Source: an optimization exercise on an open RTL-to-GDS flow (aim: small area). Production flows keep margins and buffers that such runs may drop.
Only simulation tests tie the RTL to the original design; equivalence was not proved.
Power is estimated from default activity; no workload was simulated.

==> design/flow/design.v <==
module RAM_set (
    input [31:0] record,
    input [6:0] state,
    input colr,
    input [1:0] ph,
    input pix,
    input [6:0] q,
    input [2:0] r,
    input [9:0] vv,
    output d_pix,
    output e_pix,
    output d_q_0,
    output d_q_1,
    output d_q_2,
    output d_q_3,
    output d_q_4,
    output d_q_5,
    output d_q_6,
    output d_vv_0,
    output d_vv_1,
    output d_vv_2,
    output d_vv_3,
    output d_vv_4,
    output d_vv_5,
    output d_vv_6,
    output d_vv_7,
    output d_vv_8,
    output d_vv_9,
    output d_ph_0,
    output d_ph_1,
    output hs,
    output vs
);
  wire n44;
  wire n45;
  wire n47;
  wire n49;
  wire n50;
  wire n51;
  wire n52;
  wire n54;
  wire n56;
  wire n58;
  wire n60;
  wire n61;
  wire n64;
  wire n65;
  wire n66;
  wire n68;
  wire n70;
  wire n71;
  wire n74;
  wire n75;
  wire n77;
  wire n79;
  wire n80;
  wire n81;
  wire n82;
  wire n84;
  wire n85;
  wire n86;
  wire n87;
  wire n88;
  wire n89;
  wire n90;
  wire n91;
  wire n92;
  wire n93;
  wire n94;
  wire n95;
  wire n96;
  wire n97;
  wire n98;
  wire n99;
  wire n100;
  wire n101;
  wire n102;
  wire n103;
  wire n104;
  wire n105;
  wire n106;
  wire n107;
  wire n108;
  wire n109;
  wire n110;
  wire n111;
  wire n112;
  wire n113;
  wire n114;
  wire n115;
  wire n116;
  wire n117;
  wire n118;
  wire n119;
  wire n120;
  wire n121;
  wire n122;
  wire n123;
  wire n124;
  wire n125;
  wire n126;
  wire n127;
  wire n128;
  wire n129;
  wire n130;
  wire n131;
  wire n132;
  wire n133;
  wire n134;
  wire n135;
  wire n136;
  wire n137;
  wire n138;
  wire n139;
  wire n140;
  wire n141;
  wire n142;
  wire n143;
  wire n144;
  wire n145;
  wire n146;
  wire n147;
  wire n148;
  wire n149;
  wire n150;
  wire n151;
  wire n152;
  wire n153;
  wire n154;
  wire n155;
  wire n156;
  wire n157;
  wire n158;
  wire n159;
  wire n160;
  wire n161;
  wire n162;
  wire n163;
  wire n164;
  wire n165;
  wire n166;
  wire n167;
  wire n168;
  wire n169;
  wire n170;
  wire n172;
  wire n173;
  wire n174;
  wire n175;
  wire n176;
  wire n177;
  wire n178;
  wire n179;
  wire n180;
  wire n181;
  wire n182;
  wire n183;
  wire n184;
  wire n185;
  wire n186;
  wire n187;
  wire n188;
  wire n189;
  wire n190;
  wire n191;
  wire n192;
  wire n193;
  wire n194;
  wire n195;
  wire n196;
  wire n197;
  wire n198;
  wire n199;
  wire n200;
  wire n201;
  wire n202;
  wire n203;
  wire n204;
  wire n205;
  wire n206;
  wire n207;
  wire n208;
  wire n209;
  wire n210;
  wire n211;
  wire n212;
  wire n213;
  wire n214;
  wire n215;
  wire n216;
  wire n217;
  wire n218;
  wire n219;
  wire n220;
  wire n221;
  wire n222;
  wire n223;
  wire n224;
  wire n225;
  wire n226;
  wire n227;
  wire n228;
  wire n229;
  wire n230;
  wire n231;
  wire n232;
  wire n233;
  wire n234;
  wire n235;
  wire n236;
  wire n237;
  wire n238;
  wire n239;
  wire n240;
  wire n241;
  wire n242;
  wire n243;
  wire n244;
  wire n245;
  wire n246;
  wire n247;
  wire n248;
  wire n249;
  wire n250;
  wire n251;
  wire n252;
  wire n253;
  wire n254;
  wire n255;
  wire n256;
  wire n257;
  wire n258;
  wire n259;
  wire n260;
  wire n261;
  wire n262;
  wire n263;
  wire n264;
  wire n265;
  wire n266;
  wire n267;
  wire n268;
  wire n269;
  wire n270;
  wire n271;
  wire n272;
  wire n273;
  wire n274;
  wire n275;
  wire n276;
  wire n277;
  wire n278;
  wire n279;
  wire n280;
  wire n281;
  wire n286;
  wire n288;
  wire n289;
  wire n291;
  wire n292;
  wire n293;
  wire n294;
  wire n295;
  wire n296;
  wire n298;
  wire n299;
  wire n300;
  wire n301;
  wire n302;
  wire n303;
  wire n304;
  wire n305;
  wire n306;
  wire n307;
  wire n308;
  wire n309;
  wire n310;
  wire n311;
  wire n312;
  wire n313;
  wire n314;
  wire n315;
  wire n316;
  wire n317;
  wire n318;
  wire n319;
  wire n320;
  wire n321;
  wire n322;
  wire n323;
  wire n324;
  wire n325;
  wire n326;
  wire n327;
  wire n328;
  wire n329;
  wire n330;
  wire n331;
  wire n332;
  wire n333;
  wire n334;
  wire n335;
  wire n336;
  wire n337;
  wire n338;
  wire n339;
  wire n340;
  wire n341;
  wire n342;
  wire n343;
  wire n344;
  wire n345;
  wire n346;
  wire n347;
  wire n348;
  wire n349;
  wire n350;
  wire n351;
  wire n352;
  wire n353;
  wire n354;
  assign n47 = (~ph[0]);
  assign n49 = (~n47&~ph[1]);
  assign n50 = (~n49);
  assign n51 = (~n47) | (~ph[1]);
  assign n52 = (~n50) | (~n51);
  assign n54 = (~q[6]);
  assign n56 = (~n54) | (~q[5]);
  assign n58 = (~q[3]);
  assign n60 = (~q[2]);
  assign n61 = (~n58) | (~n60);
  assign n64 = (~q[1]&~n61) | (~q[4]);
  assign n65 = (~q[3]&~n56&~n64) | (~q[2]&~n56&~n64);
  assign n66 = (ph[1]) | (~n65);
  assign n68 = (~vv[0]);
  assign n70 = (~vv[1]);
  assign n71 = (~n68&~n70);
  assign n74 = (~vv[3]&~n71&~vv[2]);
  assign n75 = (~vv[2]);
  assign n77 = (~r[0]);
  assign n79 = (~r[1]);
  assign n80 = (~q[1]);
  assign n81 = (~n58&~state[2]);
  assign n82 = (~n80&~n81);
  assign n84 = (~q[0]);
  assign n85 = (~n84&~q[1]);
  assign n86 = (~n85);
  assign n87 = (~n58&~n86);
  assign n88 = (~state[5]);
  assign n89 = (~n84&~n80);
  assign n90 = (~state[0]&~state[2]);
  assign n91 = (state[6]) | (state[4]);
  assign n92 = (~state[3]);
  assign n93 = (~state[2]);
  assign n94 = (~state[6]) | (~state[4]);
  assign n95 = (~n92) | (~n93) | (~n94);
  assign n96 = (~n91) | (~n95);
  assign n97 = (~state[0]&~state[5]);
  assign n98 = (~state[2]&~n88);
  assign n99 = (~state[0]);
  assign n100 = (~n58&~n99) | (~n93&~n99);
  assign n101 = (~q[3]&~state[0]) | (~q[3]&~n92) | (~n99&~state[0]) | (~n99&~n92);
  assign n102 = (~state[1]) | (~n98) | (~n101);
  assign n103 = (~state[1]&~n97&~n98&~n100) | (~n102);
  assign n104 = (~state[3]&~n91) | (~n96) | (~n65) | (~n103);
  assign n105 = (n89&n90) | (q[0]&n88) | (n104);
  assign n106 = (~n58&~n56&~q[4]);
  assign n107 = (~n84&~record[17]) | (~n84&~n89) | (~n80&~record[17]) | (~record[29]&~record[17]) | (~n80&~n89) | (~record[29]&~n89);
  assign n108 = (~q[0]&~n80);
  assign n109 = (~record[21]&~record[25]) | (~record[21]&~n85) | (~n108&~record[25]) | (~n108&~n85);
  assign n110 = (~q[2]) | (~n106);
  assign n111 = (n84&n80&record[13]) | (record[5]&n108);
  assign n112 = (record[1]&n89) | (record[9]&n85) | (n111);
  assign n113 = (~n110&~n112);
  assign n114 = (~n60&~n113) | (~n106&~n113) | (~n107&~n113) | (~n109&~n113);
  assign n115 = (~n82&~n87&~n105) | (~n114);
  assign n116 = (~n79&~n115);
  assign n117 = (~n106);
  assign n118 = (~n84) | (~n80) | (~record[28]);
  assign n119 = (~record[16]&~record[24]) | (~record[16]&~n85) | (~n89&~record[24]) | (~n89&~n85);
  assign n120 = (~record[20]&~q[2]) | (~n108&~q[2]);
  assign n121 = (~n84&~n60) | (~n80&~n60) | (~record[12]&~n60);
  assign n122 = (~record[4]&~record[0]&~record[8]) | (~record[4]&~record[0]&~n85) | (~record[4]&~n89&~record[8]) | (~n108&~record[0]&~record[8]) | (~record[4]&~n89&~n85) | (~n108&~record[0]&~n85) | (~n108&~n89&~record[8]) | (~n108&~n89&~n85);
  assign n123 = (~n118&~n121) | (~n118&~n122) | (~n119&~n121) | (~n120&~n121) | (~n119&~n122) | (~n120&~n122);
  assign n124 = (~n108);
  assign n125 = (~q[2]&~n81);
  assign n126 = (~n92&~n61) | (~q[3]&~n86);
  assign n127 = (~state[2]&~n126) | (~n89&~n126);
  assign n128 = (~n124&~n125) | (~n127);
  assign n129 = (~n105&~n128) | (~n117&~n123);
  assign n130 = (~n129);
  assign n131 = (~n84) | (~n80);
  assign n132 = (~n89);
  assign n133 = (record[2]&record[6]&q[2]) | (n132&record[6]&q[2]) | (record[2]&n124&q[2]) | (n132&n124&q[2]);
  assign n134 = (~record[10]&~n86) | (~record[14]&~n131) | (~n133);
  assign n135 = (record[26]&record[18]&n60) | (n86&record[18]&n60) | (record[26]&n132&n60) | (n86&n132&n60);
  assign n136 = (~record[22]&~n124) | (~record[30]&~n131) | (~n135);
  assign n137 = (~q[2]) | (~n124);
  assign n138 = (~n58) | (~n60) | (~n84);
  assign n139 = (~n84&~state[2]);
  assign n140 = (~q[0]&~n93);
  assign n141 = (~n139&~n140) | (~n80);
  assign n142 = (~n137&~n105) | (~n138&~n105) | (~n141&~n105);
  assign n143 = (~n106&~n142) | (~n134&~n142) | (~n136&~n142);
  assign n144 = (~n143);
  assign n145 = (~n130&~n144);
  assign n146 = (~n115&~n144);
  assign n147 = (~n146);
  assign n148 = (~n77&~r[1]);
  assign n149 = (~n147) | (~n148);
  assign n150 = (~n145&~n149);
  assign n151 = (~n130&~n115);
  assign n152 = (~n115);
  assign n153 = (~n129&~n152);
  assign n154 = (~n151&~n153);
  assign n155 = (~n77&~n79);
  assign n156 = (~n155);
  assign n157 = (~n154) | (~n156);
  assign n158 = (~state[6]&~n61);
  assign n159 = (~q[2]&~n89&~n158) | (~state[5]&~n89&~n158);
  assign n160 = (~n139&~n82) | (~n159);
  assign n161 = (~n104&~n160) | (~n117);
  assign n162 = (~n161);
  assign n163 = (~n162) | (~n142);
  assign n164 = (~n148);
  assign n165 = (~n130&~n164);
  assign n166 = (~n115&~n165);
  assign n167 = (~r[1]&~n152);
  assign n168 = (~n166&~n167);
  assign n169 = (~n163&~n168);
  assign n170 = (~n153);
  assign n172 = (~r[0]) | (~r[2]);
  assign n173 = (~n170&~n172);
  assign n174 = (~n161&~n142&~n166&~n173);
  assign n175 = (~n169&~n174) | (~n150&~n157);
  assign n176 = (~n77&~n116&~n175);
  assign n177 = (~n172&~n163);
  assign n178 = (~r[1]&~r[2]);
  assign n179 = (~n178);
  assign n180 = (~r[1]) | (~r[2]);
  assign n181 = (~r[0]&~n179) | (~n180);
  assign n182 = (~vv[1]&~vv[2]);
  assign n183 = (~vv[2]&~n182) | (~n71&~n182);
  assign n184 = (~r[0]&~r[1]);
  assign n185 = (~record[27]&~n86);
  assign n186 = (~record[19]&~n132);
  assign n187 = (~record[23]&~n124);
  assign n188 = (~record[31]&~n131);
  assign n189 = (~n185&~n186&~n187&~n188);
  assign n190 = (~record[11]&~n86);
  assign n191 = (~record[3]&~n132);
  assign n192 = (~record[15]&~n131);
  assign n193 = (~record[7]&~n124);
  assign n194 = (~n190&~n191&~n192&~n193);
  assign n195 = (~q[2]&~n117&~n189) | (~n110&~n194);
  assign n196 = (~n195);
  assign n197 = (~n196&~n143);
  assign n198 = (~n197);
  assign n199 = (~n152&~r[0]&~n198) | (~n152&~n154&~n198) | (~n184&~r[0]&~n198) | (~n184&~n154&~n198);
  assign n200 = (~n163);
  assign n201 = (~r[0]&~n115);
  assign n202 = (~n198&~n201);
  assign n203 = (~n200&~n202) | (~n156);
  assign n204 = (~n162&~n199&~n203);
  assign n205 = (~r[2]);
  assign n206 = (~n196&~n144);
  assign n207 = (~n206);
  assign n208 = (~r[0]&~n130);
  assign n209 = (~n152&~n208);
  assign n210 = (~n205&~n207&~n209&~n201);
  assign n211 = (~r[2]&~n129);
  assign n212 = (~n77&~n211);
  assign n213 = (~n207&~n212) | (~n163);
  assign n214 = (~n162&~n195);
  assign n215 = (~n205&~n147) | (~n214);
  assign n216 = (~n154&~n207) | (~n215);
  assign n217 = (n148&n213) | (n210&n213) | (n148&n216) | (n210&n216);
  assign n218 = (~n174);
  assign n219 = (~n167);
  assign n220 = (~n129&~n219);
  assign n221 = (~n129&~n220) | (~n155&~n220);
  assign n222 = (~n218&~n221) | (~n68);
  assign n223 = (~n151);
  assign n224 = (~n162&~n199);
  assign n225 = (~r[0]&~n200&~n223&~n224);
  assign n226 = (~n204&~n217&~n222&~n225);
  assign n227 = (~n129&~n148);
  assign n228 = (~n163&~n165&~n227) | (~n75);
  assign n229 = (~r[0]) | (~n162);
  assign n230 = (~n229&~n221);
  assign n231 = (~n223&~n143);
  assign n232 = (~n164) | (~n231);
  assign n233 = (~n129&~n207);
  assign n234 = (~n184&~n116) | (~n129);
  assign n235 = (~n143&~n196) | (~n234&~n196);
  assign n236 = (~n214&~n233&~n235) | (~n232&~n233&~n235);
  assign n237 = (~n130&~n236) | (~n179&~n236) | (~n146&~n236);
  assign n238 = (n149&n237) | (n231&n237);
  assign n239 = (~n68&~n228&~n230&~n238);
  assign n240 = (~n181&~n183&~n226&~n239);
  assign n241 = (~n75&~n176&~n177) | (~n240);
  assign n242 = (~n178&~n150) | (~n214);
  assign n243 = (~n164&~n231) | (~n232);
  assign n244 = (~n115&~n77&~n243) | (~n115&~n233&~n243) | (~n143&~n77&~n243) | (~n143&~n233&~n243);
  assign n245 = (~n129&~n116) | (~n195);
  assign n246 = (~n231);
  assign n247 = (~n244&~n245) | (~n144&~n242) | (~n246);
  assign n248 = (~r[2]&~n170) | (~n150);
  assign n249 = (~n198) | (~n248);
  assign n250 = (~n151&~n153) | (~n155);
  assign n251 = (~n184&~n211&~n157) | (~n197) | (~n250);
  assign n252 = (~n247&~n249) | (~n161) | (~n251);
  assign n253 = (~r[0]&~n240) | (~n211&~n240);
  assign n254 = (~n241&~n253) | (~n252&~n253);
  assign n255 = (n178&n247) | (n235&n247);
  assign n256 = (~n244&~n173&~n255) | (~n224);
  assign n257 = (~n116&~n167);
  assign n258 = (~n145&~n220) | (~n257&~n220);
  assign n259 = (~n258&~n229);
  assign n260 = (~n115&~n259) | (~n213&~n259);
  assign n261 = (~n244&~n260);
  assign n262 = (~n151&~n75) | (~n178&~n75);
  assign n263 = (~r[0]) | (~n142);
  assign n264 = (~n129&~n263) | (~vv[0]);
  assign n265 = (~n184&~n264) | (~n233&~n264);
  assign n266 = (~n172&~n198) | (~n219&~n198);
  assign n267 = (~n75&~n266) | (~n170);
  assign n268 = (~n197&~n262) | (~n265) | (~n242) | (~n267);
  assign n269 = (~n181);
  assign n270 = (n215) | (~n243) | (~n250);
  assign n271 = (~n68) | (~n70);
  assign n272 = (~n271&~n210&~n259);
  assign n273 = (~n258&~n208) | (~n203&~n208);
  assign n274 = (~n206&~n258) | (~n205&~n207) | (~n273);
  assign n275 = (~n164) | (~n237);
  assign n276 = (~n147&~n162&~n195) | (~n156&~n162&~n195);
  assign n277 = (~n174&~n276&~n233&~n228);
  assign n278 = (~n270&~n275) | (~n270&~n277) | (~n272&~n275) | (~n274&~n275) | (~n272&~n277) | (~n274&~n277);
  assign n279 = (~n261&~n268) | (~n269) | (~n183) | (~n278);
  assign n280 = (n68&vv[1]&n175&n256) | (n279);
  assign n281 = (~n254&n280);
  assign n286 = (vv[7]) | (vv[6]) | (vv[8]) | (vv[4]);
  assign n288 = (vv[9]) | (n286);
  assign n289 = (~n182);
  assign n291 = (~vv[5]);
  assign n292 = (~vv[3]&~n291) | (~n289&~n291);
  assign n293 = (~n74&~n281&~n288&n292);
  assign n45 = (vv[3]) | (vv[5]) | (n289) | (n288);
  assign n294 = (~r[0]&~n180);
  assign n295 = (~n138&~n294);
  assign n296 = (~q[5]);
  assign n44 = (~n64&~n295) | (~n54) | (~n296);
  assign n298 = (colr&pix) | (n49&pix) | (colr&n50) | (n49&n50);
  assign n299 = (~vv[4]);
  assign n300 = (~n77) | (~n180);
  assign n301 = (~q[4]);
  assign n302 = (~q[3]&~n54&~n301&~n296);
  assign n303 = (q[2]&n89&n302) | (n79) | (n300);
  assign n304 = (~n79&~n49) | (~n50&~n164) | (~n303);
  assign n305 = (~n79&~n300&~n304);
  assign n306 = (~vv[0]) | (~n305);
  assign n307 = (~n70&~n306&~n75);
  assign n308 = (~vv[3]) | (~n307);
  assign n309 = (~n299&~n308);
  assign n310 = (~n309);
  assign n311 = (~n291&~n310);
  assign n312 = (~n291&~n311) | (~n310&~n311);
  assign n313 = (~n299&~n309) | (~n308&~n309);
  assign n314 = (~vv[9]) | (~vv[2]) | (~vv[3]) | (~n291);
  assign n315 = (n50) | (n271) | (n314) | (n286);
  assign n316 = (~vv[3]&~n307) | (~n315&~n307);
  assign n317 = (~vv[3]&~n316) | (~n307&~n316);
  assign n318 = (~n70&~n306);
  assign n319 = (~vv[2]&~n318) | (~n315&~n318);
  assign n320 = (~n307&~n319);
  assign n321 = (~n70&~n318) | (~n306&~n318);
  assign n322 = (vv[0]&n306&n315) | (n305&n306&n315);
  assign n323 = (~n49) | (~n294);
  assign n324 = (~n132&~n323);
  assign n325 = (~q[2]) | (~n324);
  assign n326 = (~n58&~n325);
  assign n327 = (~n326);
  assign n328 = (~n301&~n327);
  assign n329 = (~q[5]&~n328);
  assign n330 = (~n305&~n328);
  assign n331 = (~n296&~n330);
  assign n332 = (~n329&~n331);
  assign n333 = (~n301&~n305&~n328) | (~n327&~n305&~n328);
  assign n334 = (~n58&~n326) | (~n325&~n326);
  assign n335 = (~n50&~n156);
  assign n336 = (n50&r[2]) | (n180&r[2]) | (n50&n335) | (n180&n335);
  assign n337 = (q[2]&n325) | (n324&n325);
  assign n338 = (~n56&~n330) | (~n54&~n331);
  assign n339 = (~n84&~n323);
  assign n340 = (~q[1]&~n339);
  assign n341 = (~n305&~n340&~n324);
  assign n342 = (~vv[8]);
  assign n343 = (~vv[7]);
  assign n344 = (~vv[6]) | (~n311);
  assign n345 = (~n343&~n344);
  assign n346 = (~n345);
  assign n347 = (~n342&~n346);
  assign n348 = (~vv[9]&~n347) | (~n315);
  assign n349 = (~vv[9]&~n348) | (~n347&~n348);
  assign n350 = (~n84&~n339) | (~n323&~n339);
  assign n351 = (~n50&~n300) | (~n77&~n49);
  assign n352 = (~n342&~n347) | (~n346&~n347);
  assign n353 = (~n343&~n345) | (~n344&~n345);
  assign n354 = (vv[6]&n344) | (n311&n344);
  assign d_pix = n293;
  assign e_pix = n66;
  assign d_q_0 = n350;
  assign d_q_1 = n341;
  assign d_q_2 = n337;
  assign d_q_3 = n334;
  assign d_q_4 = n333;
  assign d_q_5 = n332;
  assign d_q_6 = n338;
  assign d_vv_0 = n322;
  assign d_vv_1 = n321;
  assign d_vv_2 = n320;
  assign d_vv_3 = n317;
  assign d_vv_4 = n313;
  assign d_vv_5 = n312;
  assign d_vv_6 = n354;
  assign d_vv_7 = n353;
  assign d_vv_8 = n352;
  assign d_vv_9 = n349;
  assign d_ph_0 = n47;
  assign d_ph_1 = n52;
  assign hs = n44;
  assign vs = n45;
endmodule
module vga_top (
    input         clk,
    input         rst,
    input  [31:0] record,
    input  [ 6:0] state,
    output [ 3:0] red,
    output [ 3:0] green,
    output [ 3:0] blue,
    output        hs,
    output        vs
);
  reg [1:0] ph;
  reg pix;
  reg [6:0] q;
  reg [9:0] vv;
  reg colr;
  reg [2:0] r;
  wire d_pix;
  wire e_pix;
  wire d_q_0;
  wire d_q_1;
  wire d_q_2;
  wire d_q_3;
  wire d_q_4;
  wire d_q_5;
  wire d_q_6;
  wire d_vv_0;
  wire d_vv_1;
  wire d_vv_2;
  wire d_vv_3;
  wire d_vv_4;
  wire d_vv_5;
  wire d_vv_6;
  wire d_vv_7;
  wire d_vv_8;
  wire d_vv_9;
  wire d_ph_0;
  wire d_ph_1;
  RAM_set u_logic (
      .record(record),
      .state(state),
      .colr(colr),
      .ph(ph),
      .pix(pix),
      .q(q),
      .r(r),
      .vv(vv),
      .d_pix(d_pix),
      .e_pix(e_pix),
      .d_q_0(d_q_0),
      .d_q_1(d_q_1),
      .d_q_2(d_q_2),
      .d_q_3(d_q_3),
      .d_q_4(d_q_4),
      .d_q_5(d_q_5),
      .d_q_6(d_q_6),
      .d_vv_0(d_vv_0),
      .d_vv_1(d_vv_1),
      .d_vv_2(d_vv_2),
      .d_vv_3(d_vv_3),
      .d_vv_4(d_vv_4),
      .d_vv_5(d_vv_5),
      .d_vv_6(d_vv_6),
      .d_vv_7(d_vv_7),
      .d_vv_8(d_vv_8),
      .d_vv_9(d_vv_9),
      .d_ph_0(d_ph_0),
      .d_ph_1(d_ph_1),
      .hs(hs),
      .vs(vs)
  );
  always @(posedge clk) if (e_pix) pix <= d_pix;
  always @(posedge clk or negedge rst) if (!rst) q[0] <= 1'b1; else q[0] <= d_q_0;
  always @(posedge clk or negedge rst) if (!rst) q[1] <= 1'b0; else q[1] <= d_q_1;
  always @(posedge clk or negedge rst) if (!rst) q[2] <= 1'b1; else q[2] <= d_q_2;
  always @(posedge clk or negedge rst) if (!rst) q[3] <= 1'b0; else q[3] <= d_q_3;
  always @(posedge clk or negedge rst) if (!rst) q[4] <= 1'b0; else q[4] <= d_q_4;
  always @(posedge clk or negedge rst) if (!rst) q[5] <= 1'b0; else q[5] <= d_q_5;
  always @(posedge clk or negedge rst) if (!rst) q[6] <= 1'b0; else q[6] <= d_q_6;
  always @(posedge clk or negedge rst) if (!rst) vv[0] <= 1'b0; else vv[0] <= d_vv_0;
  always @(posedge clk or negedge rst) if (!rst) vv[1] <= 1'b0; else vv[1] <= d_vv_1;
  always @(posedge clk or negedge rst) if (!rst) vv[2] <= 1'b0; else vv[2] <= d_vv_2;
  always @(posedge clk or negedge rst) if (!rst) vv[3] <= 1'b0; else vv[3] <= d_vv_3;
  always @(posedge clk or negedge rst) if (!rst) vv[4] <= 1'b0; else vv[4] <= d_vv_4;
  always @(posedge clk or negedge rst) if (!rst) vv[5] <= 1'b0; else vv[5] <= d_vv_5;
  always @(posedge clk or negedge rst) if (!rst) vv[6] <= 1'b0; else vv[6] <= d_vv_6;
  always @(posedge clk or negedge rst) if (!rst) vv[7] <= 1'b0; else vv[7] <= d_vv_7;
  always @(posedge clk or negedge rst) if (!rst) vv[8] <= 1'b0; else vv[8] <= d_vv_8;
  always @(posedge clk or negedge rst) if (!rst) vv[9] <= 1'b0; else vv[9] <= d_vv_9;
  always @(posedge clk or negedge rst) if (!rst) ph[0] <= 1'b0; else ph[0] <= d_ph_0;
  always @(posedge clk or negedge rst) if (!rst) ph[1] <= 1'b0; else ph[1] <= d_ph_1;
  always @(posedge clk or negedge rst)
    if (!rst) colr <= 1'b0;
    else if (ph == 2'd1) colr <= pix;
  always @(posedge clk or negedge rst)
    if (!rst) r <= 3'd1;
    else if (ph == 2'd1) r <= (q == 7'd119 && r == 3'd2) ? 3'd1 : (r == 3'd6) ? 3'd0 : r + 3'd1;
  assign red[0] = colr;
  assign red[1] = colr;
  assign red[2] = colr;
  assign red[3] = colr;
  assign green[0] = colr;
  assign green[1] = colr;
  assign green[2] = colr;
  assign green[3] = colr;
  assign blue[0] = colr;
  assign blue[1] = colr;
  assign blue[2] = colr;
  assign blue[3] = colr;
endmodule
==> design/flow/flow/run.sh <==
#!/bin/bash
# Own layout flow: the standard ORFS flow (standard.sh, synth_recipe.tcl)
# with these changes:
#  - synthesis maps the logic with an area-oriented ABC script (flow/area.abc)
#    instead of ORFS's speed script (the RTL's logic is already optimised, see
#    gen/) and leaves adders as plain gates (no extract_fa); the rest of
#    synthesis is the standard flow's synth_recipe.tcl (same registers, flatten and rename);
#  - port buffers are buf_1 cells;
#  - CTS without dummy loads, with small clock buffers.
# Each step's full output goes to log_<step>.txt in the work folder.
set -uo pipefail
W=$PWD
{
  echo 'proc abc {args} {'
  echo '  set i [lsearch -exact $args -script]'
  echo '  if {$i >= 0} { set args [lreplace $args [expr {$i + 1}] [expr {$i + 1}] $::env(OWN_ABC_SCRIPT)] }'
  echo '  yosys abc {*}$args'
  echo '}'
  echo 'proc extract_fa {args} { puts "extract_fa skipped" }'
  cat "$W/synth_recipe.tcl"
} > "$W/own_synth.tcl"
sed -E "s#'?SYNTH_SCRIPT=[^ ]*#SYNTH_SCRIPT=$W/own_synth.tcl#" "$W/standard.sh" > "$W/own_standard.sh"
export OWN_ABC_SCRIPT="$W/flow/area.abc"
export BUFFER_PORTS_ARGS="-buffer_cell sky130_fd_sc_hd__buf_1"
export CTS_ARGS="-sink_clustering_enable -repair_clock_nets -dont_use_dummy_load -buf_list sky130_fd_sc_hd__clkbuf_8 -sink_clustering_size 30 -sink_clustering_max_diameter 100"
for t in synth floorplan place cts route finish; do
  echo "== $t"
  if ! bash "$W/own_standard.sh" "$t" > "$W/log_$t.txt" 2>&1; then
    echo "step $t failed"
    tail -40 "$W/log_$t.txt"
    exit 1
  fi
done
ls -l "$W/out"
==> design/flow/flow/area.abc <==
strash
dch -f
amap
topo
==> design/flow/standard.sh <==
#!/bin/bash
# synth_recipe.tcl (not shown) runs the flow's synth.tcl, then flattens the netlist and writes it again
# the make line also repeats each setting of config.mk as NAME=value (left out here)
make -C /OpenROAD-flow-scripts/flow DESIGN_CONFIG=/design/flow/config.mk WORK_HOME=/design/flow/orfs CLKGATE_MAP_FILE= SYNTH_SCRIPT=/design/flow/synth_recipe.tcl "${@:-finish}"
==> design/flow/config.mk <==
export PLATFORM = sky130hd
export DESIGN_NAME = vga_top
export DESIGN_NICKNAME = vga_top
export VERILOG_FILES = /design/flow/design.v
export SDC_FILE = /design/flow/constraint.sdc
export NUM_CORES = 4
export LEC_CHECK = 0
export CAP_MARGIN = 0
export CORE_MARGIN = 2
export CORE_UTILIZATION = 65
export SLEW_MARGIN = 0
==> design/flow/constraint.sdc <==
create_clock -name core_clock -period 10.0 [get_ports {clk}]
set_input_delay 2.0000 -clock core_clock [delete_from_list [all_inputs] [get_ports {clk}]]
set_output_delay 2.0000 -clock core_clock [all_outputs]
set_load 0.01 [all_outputs]
==> summary.txt <==
-- cell usage after synthesis, drive strengths merged, types with 2 or more instances --
cell     number  area (um^2)
nor2         93          349
clkinv       46          173
nand2        25         93.8
a21oi        20          100
dfrtp        20          500
nor3         15         75.1
o21ai        15         75.1
buf          12         90.1
o22ai         9         56.3
nor4          8         50.1
a31oi         7         43.8
a221oi        6         52.6
o21a          5         37.5
nand3         4         20.0
or3           4         25.0
a22oi         3         22.5
dfstp         3         78.8
nor2b         3         18.8
o211ai        3         22.5
o22a          3         26.3
o41ai         3         26.3
or2           3         18.8
a2111oi       2         17.5
a222oi        2         20.0
a22o          2         17.5
a31o          2         17.5
o211a         2         20.0
o221ai        2         17.5
o311ai        2         17.5
o31ai         2         15.0
or4           2         15.0
-- through the flow --
step,std cells,utilization
2_1_floorplan,338,-
3_3_place_gp,429,0.728
3_5_place_dp,429,0.728
4_1_cts,432,0.740
5_1_grt,432,0.740
6_report,432,0.740
-- final timing paths --
| kind | from | to | slack, ns | cells past startpoint |
|---|---|---|---|---|
| setup / recovery | state[2] | pix$_DFFE_PP_ | 3.09 | 25 |
| hold / removal | ph[0]$_DFF_PN0_ | ph[0]$_DFF_PN0_ | 0.47 | 1 |
| setup reg to reg | q[2]$_DFF_PN1_ | pix$_DFFE_PP_ | 4.05 | 26 |
| hold reg to reg | ph[0]$_DFF_PN0_ | ph[0]$_DFF_PN0_ | 0.47 | 1 |
| max in group asynchronous | rst | r[0]$_DFFE_PN1N_ | 8.03 | 2 |
| min in group asynchronous | rst | vv[7]$_DFF_PN0_ | 1.69 | 2 |
-- kinds of logic (layout without fill, tap and decap cells) --
family                    after synthesis  count (layout)  synth area share
buffers and inverters                  58             106             0.119
AOI/OAI and AO/OA                      93              93             0.286
and+or+nand+nor                       162             162             0.317
xor gates and xnor gates                1               1           0.00395
DFF                                    24              24             0.275
-- layer usage --
layer / wire, um / part of all wire
met1: 2550 / 0.39
met3: 597 / 0.091
met5: 0 / 0
met2: 3230 / 0.49
met4: 194 / 0.029
-- registers in the layout (all words and copies together) (netlist names) --
register,count
q,7
vv,10
r,3
colr,1
pix,1
ph,2
-- cell type report --
class | count | area, um^2
Clock buffer | 3 | 41.3
Fill cell | 283 | 861
Inverter | 46 | 173
Multi-Input combinational cell | 256 | 1340
Sequential cell | 24 | 609
Tap cell | 46 | 57.6
Timing Repair Buffer | 57 | 225
-- critical path: cells and delay by family --
kind            cells  cell delay (ns)
buf+inv             5             0.77
simple gates        8             1.22
compound gates     12             2.91
-- where the power goes --
part	leakage, uW	internal [uW]	switching (uW)
Sequential	0.000314	97.5	0
Clock	0.0000216	26.9	28.7
Combinational	0.000582	6.33	7.13
Total	0.000917	131	35.9
==> results_dict.tcl <==
set metrics [dict create \
    outcome "finished clean" \
    drt_wl_total_um 6580 \
    worstHoldPathType "flop to flop" \
    final_cell_mix "nor2_1 (93), buf_1 (54), clkinv_1 (46), nand2_1 (25)" \
    p_per_area_mw_per_mm2 68.0 \
    vias 2722 \
    grt_pass1_vias 2455 \
    top_usage_layer "met2" \
    slew_violations 0 \
    synth_area_per_cell_um2 6.56 \
    pre_cts_slack_ns 3.00 \
    worst_slew_pin_slew_ns 0.999 \
    core_mm2 0.00331 \
    ant_nets 0 \
    timing.fmax_mhz 145 \
    post-dp-hpwl_um 5210 \
    grtUsageMet3 0.0523 \
    antenna_found_initial 0 \
    h-tree-depth 1 \
    fin_skew_ns 0.0116 \
    start_util 0.669 \
    startpoint_type "input port" \
    clk_pin_slew_ns 0.08 \
    p_leak_uw 0.000917 \
    cts_hold_buf 0 \
    grt_usage 0.345 \
    hold_viol_final 0 \
    critPathKind "input port to flop" \
    max_slew_margin 0.328 \
    yosys_register_bits 24 \
    ioPinCount 55 \
    grt_max_degree 24 \
    cts_tree "done" \
    synth_fp_nets 379 \
    met1_usage 0.430 \
    placementRows 21 \
    crit_fanout 9 \
    synth_edf_count 1 \
    cp_common_cell "clkinv_1" \
    clock_latency_ns 0.27 \
    netlist_instances 338 \
    numCtsBuffers 3 \
    n_antenna_cell 0 \
    irDropWorstVdd_v 0.0000658 \
    cts_resized 0 \
    period_needed_ns 6.91 \
    rsz0062_at_grt "no" \
    finalPower_uw 167 \
    yosysUniqueCellTypes 41 \
    drc 0 \
    place.gp.congestion 1.08 \
    tns_ns 0 \
    drive_gt1_frac 0.0233 \
    firstDrtPassIters 5 \
    clockBufferDepth 2 \
    dieHeight_um 62.4 \
    setup_viol 0 \
    gr-total-overflow 0 \
    ys.flop_type "dfrtp_1" \
    endpoint_kind "flop" \
    hold_slack_ns 0.473 \
    cts_setup_buffers 0 \
    grt_pass1_wl_um 11000 \
    root_buffer "clkbuf_8" \
    area_growth_pct 10.6 \
    ys_async_sr_fraction 0.958 \
    ys_warn_count 1 \
    grt.met2_usage 0.611 \
    slowest_stage "o31ai_1" \
    crit_required_ns 10.01 \
    setup_slack_ns 3.09 \
    drt_iter0_drc 365 \
    fin_crit_sh 0.691 \
    final_nets 429 \
    crit_arrival_ns 6.92 \
    die_area_mm2 0.00389 \
    cap_violations 0 \
    fin_area_mm2 0.00245 \
    cts_sinks 24 \
    placed_area_mm2 0.00241 \
    io_buffers 54 \
    avgRoutedWirePerCell_um 15.2 \
    yosysSeqAreaShare 0.275 \
    final_common_cell "nor2_1" \
    max_stage_delay_ns 0.82 \
    viasPerCell 6.30 \
    syn_area_mm2 0.00222 \
    chipWidth_um 62.4 \
]

-- separate check: timing with driven ports --
No port has a modelled driver above. Below, the same layout with a new extraction and two added sets of constraints.
Step 1 (the two cells are an assumption about what drives the block):
set clk [get_ports {clk}]
set_driving_cell -lib_cell sky130_fd_sc_hd__clkbuf_16 $clk
set_driving_cell -lib_cell sky130_fd_sc_hd__buf_2 [delete_from_list [all_inputs] $clk]
Step 2 also shifts input and output timing later by t, the mid clock arrival at the registers, as if the neighbouring blocks saw the same clock.
a / b / c = no drivers / after step 1 / after step 2; a / b = the first two.
t, ns: 0.288
setup slack, ns: 3.091 / 3.099 / 2.811
hold WS [ns]: 0.473 / 0.473 / 0.473
After both steps this run still meets setup and hold. The setup slack of this run moves by +0.008 ns with the drivers and by -0.280 ns with both steps.
